What follows belongs to an exercise in optimizing a design on an open flow for small area; a production flow would make more cautious choices. In this exercise RTL edits were held to simulation tests only and were not proved equivalent to the original. Power figures rest on the tool's default switching activity, not on a simulated workload.

Setup of run A:
## mem_controller
module mem_controller #(
  parameter DATA_WIDTH  =  8,
  parameter READ_FLAG_LENGTH   = 6,
  parameter READ_REQ_ACT_FLAG = 9'b000_000_111,
  parameter READ_REQ_ACT = 9'b000_000_001,
  parameter ADDR_WIDTH = 4,
  parameter PARALLEL_WIDTH = DATA_WIDTH * 9 , 
  parameter SHIFT_WIDTH = DATA_WIDTH*3,
  parameter NUM_BLOCK = ( 16 / 3 + 1 ) * ( 16 / 3 + 1 ), 
  parameter BLOCK_ADDR_WIDTH = (
(NUM_BLOCK) <= (1<<0) ? 0 : (NUM_BLOCK) <= (1<<1) ? 1 :
(NUM_BLOCK) <= (1<<2) ? 2 : (NUM_BLOCK) <= (1<<3) ? 3 :
(NUM_BLOCK) <= (1<<4) ? 4 : (NUM_BLOCK) <= (1<<5) ? 5 :
(NUM_BLOCK) <= (1<<6) ? 6 : (NUM_BLOCK) <= (1<<7) ? 7 :
(NUM_BLOCK) <= (1<<8) ? 8 : (NUM_BLOCK) <= (1<<9) ? 9 :
(NUM_BLOCK) <= (1<<10) ? 10 : (NUM_BLOCK) <= (1<<11) ? 11 :
(NUM_BLOCK) <= (1<<12) ? 12 : (NUM_BLOCK) <= (1<<13) ? 13 :
(NUM_BLOCK) <= (1<<14) ? 14 : (NUM_BLOCK) <= (1<<15) ? 15 :
(NUM_BLOCK) <= (1<<16) ? 16 : (NUM_BLOCK) <= (1<<17) ? 17 :
(NUM_BLOCK) <= (1<<18) ? 18 : (NUM_BLOCK) <= (1<<19) ? 19 :
(NUM_BLOCK) <= (1<<20) ? 20 : (NUM_BLOCK) <= (1<<21) ? 21 :
(NUM_BLOCK) <= (1<<22) ? 22 : (NUM_BLOCK) <= (1<<23) ? 23 :
(NUM_BLOCK) <= (1<<24) ? 24 : (NUM_BLOCK) <= (1<<25) ? 25 :
(NUM_BLOCK) <= (1<<26) ? 26 : (NUM_BLOCK) <= (1<<27) ? 27 :
(NUM_BLOCK) <= (1<<28) ? 28 : (NUM_BLOCK) <= (1<<29) ? 29 :
(NUM_BLOCK) <= (1<<30) ? 30 : (NUM_BLOCK) <= (1<<31) ? 31 : 32) 
)(
	input	wire	                        clk,     
	input	wire	                        reset,   
  input                               wr_req_pflag,   
  input                               wr_data_pflag0,        
  input                               wr_data_pflag1,
  input                               wr_data_pflag2,
  input                               wr_data_pflag3,
  input                               wr_data_pflag4,
  input                               wr_data_pflag5,
  input                               wr_data_pflag6,
  input                               wr_data_pflag7,
  input                               wr_data_pflag8,
  input                               wr_req_p,
  input [ DATA_WIDTH       - 1 : 0 ]  wr_data_p0,        
  input [ DATA_WIDTH       - 1 : 0 ]  wr_data_p1,
  ...
Size in the first run: about 6900 flip-flops, roughly 220 I/O pins, about 0.25 mm^2 of cells after synthesis.
export LEC_CHECK = 0
export CAP_MARGIN = 10
export CORE_MARGIN = 2
export CORE_UTILIZATION = 50
export CTS_BUF_LIST = sky130_fd_sc_hd__clkbuf_8
export CTS_CLUSTER_DIAMETER = 40
export CTS_CLUSTER_SIZE = 18
export PLACE_DENSITY = 0.65
export SLEW_MARGIN = 10
export SYNTH_HIERARCHICAL = 1
create_clock -name core_clock -period 10.0 [get_ports {clk}]
standard.sh (not shown) runs the stock make flow with config.mk's settings and CLKGATE_MAP_FILE= SYNTH_SCRIPT=/design/flow/synth_recipe.tcl, a recipe that flattens the netlist after the stock synthesis.
==> flow/flow/run.sh <==
#!/bin/bash
# The standard layout (the standard.sh, unchanged synthesis, floorplan,
# placement and routing), except that clock tree synthesis inserts no dummy
# loads. CTS_ARGS replaces the CTS options built from CTS_BUF_LIST,
# CTS_CLUSTER_SIZE and CTS_CLUSTER_DIAMETER, so it repeats them.
set -euo pipefail
CTS="-sink_clustering_enable -repair_clock_nets"
CTS="$CTS -sink_clustering_size ${CLUSTER_SIZE:-18} -sink_clustering_max_diameter ${CLUSTER_DIAMETER:-40}"
CTS="$CTS -buf_list sky130_fd_sc_hd__clkbuf_8 -dont_use_dummy_load"
bash standard.sh "CTS_ARGS=$CTS" finish > standard.log 2>&1
The final report for run A shows a completed flow and a layout that fails verification, specifically capacitance limit, slew limit.
Relative to run A, the following input files were edited for run B:
Settings: changing CAP_MARGIN from 10 to 20; changing SLEW_MARGIN from 10 to 20.
[summary]
Run B | status: complete | timing, DRC, antenna: pass
Going from run A to run B, number of standard cells in the final layout excluding fillers comparable, total number of tap cells comparable, core utilization comparable.
For run C, these inputs were changed with respect to run B:
==> flow/run.sh (new file) <==
#!/bin/bash
# synth_recipe.tcl (not shown) runs the flow's synth.tcl, then flattens the netlist and writes it again
# the make line also repeats each setting of config.mk as NAME=value (left out here)
make -C /OpenROAD-flow-scripts/flow DESIGN_CONFIG=/design/flow/config.mk WORK_HOME=/design/flow/orfs CLKGATE_MAP_FILE= SYNTH_SCRIPT=/design/flow/synth_recipe.tcl finish
removed: flow/flow/run.sh
removed: flow/standard.sh
Results
Of the two values seen for standard cell with the maximum stage delay on the critical path, sky130_fd_sc_hd__nor4_1 was produced by run C and sky130_fd_sc_hd__fa_1 by run B. Number of non-clock buffers: run C vs run B, no meaningful difference. Layout overhead on the synthesized area up 2.8 points in run C wrt run B. Number of clock-tree buffers in the layout: run B and run C compared, lower one is run B. Reported for run B and run C, count of unique library cells instantiated by Yosys turned out identical to the last digit. Register-to-register slack down 0.04 ns in run C wrt run B. Routed wire length (run C over run B): increase, 0.53%. Design internal power, run B and run C: higher on run C. Between run B and run C, the flow reports ratio of total power to cell area increasing by a little under 10%. Global-route usage of run C is on par with run B.

---

## north
mem_controller, a different RTL version from the one above (not shown whole).
Size: roughly 14,000 cells after synthesis, about 6,900 flip-flops, about 220 I/O pins, roughly 260,000 sq um of cells after synthesis.
clock: 10.0 ns
lec_check: 0
cap_margin: 20
core_margin: 2
core_utilization: 65
cts_buf_list: sky130_fd_sc_hd__clkbuf_16
cts_cluster_diameter: 60
cts_cluster_size: 24
place_density: 0.75
slew_margin: 20
synth_hierarchical: 1
run.sh (not shown) runs the stock make flow with config.mk's settings and CLKGATE_MAP_FILE= SYNTH_SCRIPT=/design/flow/synth_recipe.tcl, a recipe that flattens the netlist after the stock synthesis.
Stock flow here: none of the scripts above is used.
Input-level comparison between south and north:
Settings: CTS_CLUSTER_DIAMETER now 40, was 60; CTS_BUF_LIST now sky130_fd_sc_hd__clkbuf_8, was sky130_fd_sc_hd__clkbuf_16; CTS_CLUSTER_SIZE now 18, was 24.
Notes after the runs:
- Going from north to south, clock power shrank by a few percent.
- south: proportion of power drawn by the clock network is 0.9 points lower than what north reported.
- Power attributed to combinational cells essentially unchanged between south and north.

port drivers added, routing unchanged:
The results above use ideal ports. As a check the final layouts listed here were re-extracted and re-timed, cells and wires unchanged.
Step 1: set_driving_cell puts a clkbuf_16 on clk and a buf_2 on each other input, an assumption about the parent block.
Step 2 moves the port delays by t, midway between the first and last clock arrival at a register: inputs arrive t later, outputs are due t later. That takes back most of the time a late clock gives input paths.
a / b / c = no drivers / after step 1 / after step 2; a / b = the first two.
| run | t (ns) | slack for setup (ns) | worst hold slack (ns) | worst setup path at the end |
|---|---|---|---|---|
| run A | 1.400 | 0.972 / 0.972 / 0.972 | 0.361 / 0.361 / 0.361 | register to register |
| run B | 1.363 | 0.823 / 0.823 / 0.823 | 0.330 / 0.330 / 0.330 | register to register |
| run C | 1.424 | 0.786 / 0.786 / 0.786 | 0.366 / 0.366 / 0.366 | register to register |
| north | 1.139 | 0.298 / 0.298 / 0.298 | 0.361 / 0.361 / 0.361 | register to register |
| south | 1.385 | 0.373 / 0.373 / 0.373 | 0.356 / 0.356 / 0.356 | register to register |
